This is an optimization exercise on Yosys and OpenROAD, whose aim is small area, not a production implementation. Where RTL was checked, it was by simulation tests only, not by an equivalence proof against the original. No activity file was given, so power comes from the tool's default toggle rates.

Setup of alpha:
Design cordic, start of the top module:
module cordic (
    input clock,
    input reset,
    output signed [12:0] sine,
    output signed [12:0] cosine
);
For scale: about 74 flip-flops, ~28 I/O pins.
clock: 5.0 ns
lec_check: 0
abc_area: 1
cap_margin: 20
core_margin: 2
core_utilization: 40
cts_buf_list: sky130_fd_sc_hd__clkbuf_4 sky130_fd_sc_hd__clkbuf_8
gpl_timing_driven: 0
place_density: 0.8
slew_margin: 20
run.sh (not shown) runs the stock make flow with config.mk's settings and CLKGATE_MAP_FILE= SYNTH_SCRIPT=/design/flow/synth_recipe.tcl, a recipe that flattens the netlist after the stock synthesis.
What beta does differently from alpha at the input level:
- CTS_BUF_LIST now sky130_fd_sc_hd__clkbuf_8, was sky130_fd_sc_hd__clkbuf_4 sky130_fd_sc_hd__clkbuf_8
[summary]
Reported for beta and alpha, vias per cell turned out identical to the last digit.
Comparing alpha with beta, the flip-flop and latch count came out essentially unchanged.
Area overhead of the layout relative to synthesis: beta vs alpha identical
Sum of internal, switching and leakage power: beta vs alpha — no meaningful difference
Reported for beta and alpha, total of endpoints with negative setup slack in the final report turned out identical to the last digit.
Diff beta..alpha | via count | negligible
Comparing beta against alpha, there is no change at all in setup slack.
Multi-input combinational area share: beta vs alpha identical
As far as minimum clock period goes, beta and alpha are indistinguishable; the numbers are identical.
Diff alpha..beta | depth of the critical timing path with buffers and inverters included | unchanged
### beta -> gamma
- CTS_CLUSTER_DIAMETER newly set to 150
- CTS_CLUSTER_SIZE newly set to 40
Results
gamma reached the final stage; the timing, design-rule and antenna checks on its layout passed. Clock buffer count from CTS came out exactly the same in beta and gamma. In terms of final design instance area without fill, beta and gamma differ only marginally. Comparing gamma with beta, the data-path buffer share of cell area in the final layout came out essentially unchanged. gamma and beta ended up with roughly the same first-pass GRT wire length. Per the comparison of gamma with beta, power spent charging and discharging nets barely changed; die outline area barely changed; utilization after layout barely changed; part of the cycle the worst path needs barely changed; cell area after synthesis barely changed. The share of power burned in the clock network was comparable across beta and gamma.

* * *

## run 1
Another version of the RTL of cordic (not shown whole).
Size: roughly 1100 cells after synthesis, ~47 flip-flops, roughly 28 I/O pins.
Settings: LEC_CHECK=0, ABC_AREA=1, CAP_MARGIN=20, CORE_MARGIN=2, CORE_UTILIZATION=40, CTS_BUF_LIST=sky130_fd_sc_hd__clkbuf_8, GPL_TIMING_DRIVEN=1, PLACE_DENSITY=0.6, SLEW_MARGIN=20; clock period 5.0 ns.
In summary, run 1 completed successfully, with a layout that passed the timing, design-rule and antenna checks.
### run 1 -> run 2
Settings: GPL_TIMING_DRIVEN: 1 -> 0.
Notes after the runs:
- Run 2: time the worst path needs with I/O delays and setup 0.025 ns below run 1
- Slowest cell on the critical path: sky130_fd_sc_hd__dfxtp_1 -> run 2, sky130_fd_sc_hd__nor2_1 -> run 1
- Run 2: no failed stages, no open violations at the end
- From run 1 to run 2 the numbers moved as follows: met3 routing resource usage after global routing climbed 0.25 points, non-clock buffer count in the final layout lower, final core utilization went down, part of the power in combinational logic has increased.
- Going from run 1 to run 2, placement-stage worst setup slack moved down; final RePlAce weighted congestion moved down; global-route wire length before repair moved down; area of combinational cells with multiple inputs level.
- Worst hold slack (run 2 over run 1): decrease, 0.058 ns
- Run 2 against run 1; wire length is up slightly.
Edits applied to the flow inputs when going from run 2 to run 3:
Settings: PLACE_DENSITY now 0.8, was 0.6.
### Flow results
Run 3 vs run 2 — share of the cycle needed by the critical path after routing rose 2.7 points. Cmp run 2 and run 3 / share of layout cells above drive strength 1 / lower: run 2. Reported for run 2 and run 3, number of instances in the placed design turned out identical to the last digit. Diff run 2..run 3 | utilization | negligible. Global-route wire length before repair: run 3 worse than run 2. Status: total power parity (run 2, run 3). When run 3 is set beside run 2, its area growth from synthesis to final layout turns out to be 0.34 points larger. Cell count came out exactly the same in run 2 and run 3. The pin slew with the least headroom to its limit in run 3 sits 0.14 ns below the value recorded for run 2. From run 3 to run 2, effective utilization at floorplan did not move at all.

* * *

main:
cordic, a different RTL version from the one above (not shown whole).
Size: roughly 1100 cells after synthesis, about 74 flip-flops, about 28 I/O pins, ~7000 um2 of cells after synthesis.
clock: 5.0 ns
lec_check: 0
abc_area: 1
cap_margin: 20
core_margin: 2
core_utilization: 40
cts_buf_list: sky130_fd_sc_hd__clkbuf_8
gpl_timing_driven: 0
place_density: 0.6
slew_margin: 20
main: no failed stages, no open violations at the end
diff inputs: main => the feature branch
- changing GPL_TIMING_DRIVEN from 0 to 1
- changing PLACE_DENSITY from 0.6 to 0.8
## What came out
Per the final summary, the feature branch finished and its layout is clean on timing, DRC and antenna.
| global-route wire length before repair | the feature branch vs main | 230 um higher |
Compared with main, in the feature branch final critical delay including setup and external delays decreased 0.087 ns; met1 wire length decreased 140 um; part of the power in the clock network increased 3.0 points; sequential cell area fraction in the yosys report essentially unchanged.
The feature branch falls short of main in switching power.
Compared with main, the feature branch shows a higher detailed route wirelength on metal2.
Height of the die came out exactly the same in main and the feature branch.
Going from main to the feature branch, the buffer share of cell area was found to have gone down by 2.0 points.

* * *

cordic, a different RTL version from the one above (not shown whole).
Size: roughly 6900 um2 of cells after synthesis.
Settings: LEC_CHECK=0, ABC_AREA=1, CAP_MARGIN=20, CORE_MARGIN=2, CORE_UTILIZATION=40, CTS_BUF_LIST=sky130_fd_sc_hd__clkbuf_8, GPL_TIMING_DRIVEN=0, PLACE_DENSITY=0.8, SLEW_MARGIN=20; clock period 5.0 ns.
The starting point finished but failed the layout checks on negative setup slack.
Then changed:
GPL_TIMING_DRIVEN = 1   (was 0)
The new run ran to the end with violations: negative setup slack; sequential cell count stays the same; worst setup slack gains 0.074 ns; fmax rises slightly; core utilization rises by 0.26 points.
No run of this note included a check of the RTL's function; only the layout flow was run.

* * *

Another version of the RTL of cordic (not shown whole).
For scale: roughly 1200 cells after synthesis, about 74 flip-flops, ~28 I/O pins, roughly 7100 sq um of cells after synthesis.
clock: 5.0 ns
lec_check: 0
abc_area: 1
cap_margin: 20
core_margin: 2
core_utilization: 40
cts_buf_list: sky130_fd_sc_hd__clkbuf_8
gpl_timing_driven: 0
place_density: 0.8
slew_margin: 20
The baseline produced a clean layout.
Next try:
GPL_TIMING_DRIVEN = 1   (was 0)
Effect:
- routed wire length goes down by about 5%
- worst setup slack got worse by 0.016 ns
- final cell count goes down by about 1.7%
- power goes up by about 6%
- hold slack improved by 0.0051 ns
- clock skew goes up by 0.017 ns
- count of clock-buffer cells in the layout goes down by 1
- global-route usage goes down by 1.3 points
- sequential power goes up by about 0.7%
Function was not checked in any run of this note: the RTL went through the layout flow alone.

* * *

job 101:
cordic, a different RTL version from the one above (not shown whole).
For scale: ~28 I/O pins.
## cordic
module cordic (
    input clock,
    input reset,
    output signed [12:0] sine,
    output signed [12:0] cosine
);
clock: 5.0 ns
lec_check: 0
abc_area: 1
cap_margin: 20
core_margin: 2
core_utilization: 60
cts_buf_list: sky130_fd_sc_hd__clkbuf_8
gpl_timing_driven: 0
place_density: 0.8
slew_margin: 20
Edits applied to the flow inputs when going from job 101 to job 102:
- CORE_UTILIZATION: 60 -> 40
- GPL_TIMING_DRIVEN: 0 -> unset
- PLACE_DENSITY: 0.8 -> 0.6
- CTS_BUF_LIST: sky130_fd_sc_hd__clkbuf_8 -> unset
Notes after the runs:
- Between job 101 and job 102, post-place instance area increased.
- Per the comparison of job 102 with job 101, number of instances in the placed design increased by 6.4% relative to the old numbers; internal power of the cells decreased by 3.2% relative to the old numbers.
- A slowest cell on the critical path of sky130_fd_sc_hd__fa_1 is what job 101 shows, while sky130_fd_sc_hd__xnor3_2 belongs to job 102.
Setup changes, job 102 to job 103
- CTS_BUF_LIST newly set to sky130_fd_sc_hd__clkbuf_8
- PLACE_DENSITY changed from 0.6 to 0.8
- GPL_TIMING_DRIVEN newly set to 0
==> comparison <==
- Job 103 | status: complete | timing, DRC, antenna: pass
- Job 102 reached the final stage; the timing, design-rule and antenna checks on its layout passed.
- Net count reported at finish in job 103 is 7 below job 102.
- When the final numbers for job 103 and job 102 were put side by side, the layout-stage area growth over the synthesis result turned out to be greater in job 102.
- Changes observed in job 103 relative to job 102: timing-limited maximum frequency decreased by about 0.7% relative to the old numbers, routed wire length decreased by 5.2% relative to the old numbers, number of cells on the worst reg-to-reg path decreased by 1 relative to the old numbers.
- ~same share of cell area taken by flip-flops and latches in job 103 and job 102
- In job 103 relative to job 102, design area had gone down slightly.
- Via count of the first global-routing pass (higher): job 103
- Between job 103 and job 102, the met3 routed wirelength is lower for job 102.
No run of this note included a check of the RTL's function; only the layout flow was run.

* * *

P:
RTL: one of the versions met above, not the one the previous note started from.
For scale: roughly 1100 cells after synthesis, roughly 28 I/O pins, ~7000 µm² of cells after synthesis.
Settings: LEC_CHECK=0, ABC_AREA=1, CAP_MARGIN=20, CORE_MARGIN=2, CORE_UTILIZATION=40, CTS_BUF_LIST=sky130_fd_sc_hd__clkbuf_8, GPL_TIMING_DRIVEN=1, PLACE_DENSITY=0.6, SLEW_MARGIN=20; clock period 5.0 ns.
Changes in Q relative to P:
# P
export LEC_CHECK = 0
export ABC_AREA = 1
export CAP_MARGIN = 20
export CORE_MARGIN = 2
export CORE_UTILIZATION = 40
export CTS_BUF_LIST = sky130_fd_sc_hd__clkbuf_8
export GPL_TIMING_DRIVEN = 1
export PLACE_DENSITY = 0.6
export SLEW_MARGIN = 20
create_clock -name core_clock -period 5.0 [get_ports {clock}]
# Q
export LEC_CHECK = 0
export ABC_AREA = 1
export CAP_MARGIN = 20
export CORE_MARGIN = 2
export CORE_UTILIZATION = 40
export CTS_BUF_LIST = sky130_fd_sc_hd__clkbuf_8
export GPL_TIMING_DRIVEN = 0
export PLACE_DENSITY = 0.8
export SLEW_MARGIN = 20
create_clock -name core_clock -period 5.0 [get_ports {clock}]
### Flow results
[compare] base=P new=Q: non-clock buffer count increased 24, placed instance count increased 25, met1 usage in global routing decreased 1.3 points, leakage power total increased about 3.5%.
Post-CTS resize count, Q and P: larger value in Q
Looking at number of design-rule violations left by the first detailed-router iteration across both flows, Q is the weaker of the two, with P ahead.
Reported for Q and P, number of placement rows turned out identical to the last digit.
As far as power in sequential cells is concerned, P and Q perform about the same.
Worst setup margin in Q is 0.058 ns below P.
A classification of the worst setup path of reg -> out is what Q shows, while reg -> reg belongs to P.
Diff P -> Q: post-layout net count went up by 2.1%; arrival time at the worst endpoint went down by 1.17 ns.

[port drivers added, routing unchanged]
How much do the figures lean on ideal ports? The routed layouts below were timed once more, with nothing changed but the port constraints.
Step 1, drivers: a clkbuf_16 drives clock and a buf_2 each remaining input, both assumed.
Step 2, shift: input delay + t, output delay - t, t = (earliest + latest rising clock arrival at the registers) / 2. This alone moves slack from input paths to output paths.
a / b / c = ideal ports / drivers / drivers and shift; a / b = the first two.
| run | t (ns) | setup slack, ns | worst setup path after step 2 | worst data-port slew with drivers (ns) |
|---|---|---|---|---|
| alpha | 0.404 | 0.255 / 0.255 / 0.255 | register to register | 0.03 |
| beta | 0.404 | 0.255 / 0.255 / 0.255 | register to register | 0.03 |
| gamma | 0.404 | 0.255 / 0.255 / 0.255 | register to register | 0.03 |
| run 1 | 0.359 | 0.276 / 0.276 / 0.276 | register to register | 0.03 |
| run 2 | 0.361 | 0.301 / 0.301 / 0.301 | register to register | 0.03 |
| run 3 | 0.351 | 0.164 / 0.164 / 0.164 | register to register | 0.03 |
| main | 0.393 | 0.295 / 0.259 / 0.386 | register to register | 0.03 |
| the feature branch | 0.386 | 0.382 / 0.359 / 0.382 | register to register | 0.03 |
| the first run of note 4 | 0.394 | -0.081 / -0.117 / 0.277 | register to output | 0.03 |
| the second run of note 4 | 0.373 | -0.006 / -0.039 / 0.334 | register to output | 0.03 |
| the first run of note 5 | 0.380 | 0.355 / 0.355 / 0.355 | register to register | 0.03 |
| the second run of note 5 | 0.383 | 0.339 / 0.303 / 0.430 | register to register | 0.03 |
| job 101 | 0.400 | 0.280 / 0.280 / 0.280 | register to register | 0.03 |
| job 102 | 0.381 | 0.333 / 0.292 / 0.333 | register to register | 0.03 |
| job 103 | 0.397 | 0.300 / 0.290 / 0.300 | register to register | 0.03 |
| P | 0.380 | 0.459 / 0.428 / 0.459 | register to register | 0.04 |
| Q | 0.376 | 0.402 / 0.363 / 0.428 | register to register | 0.03 |
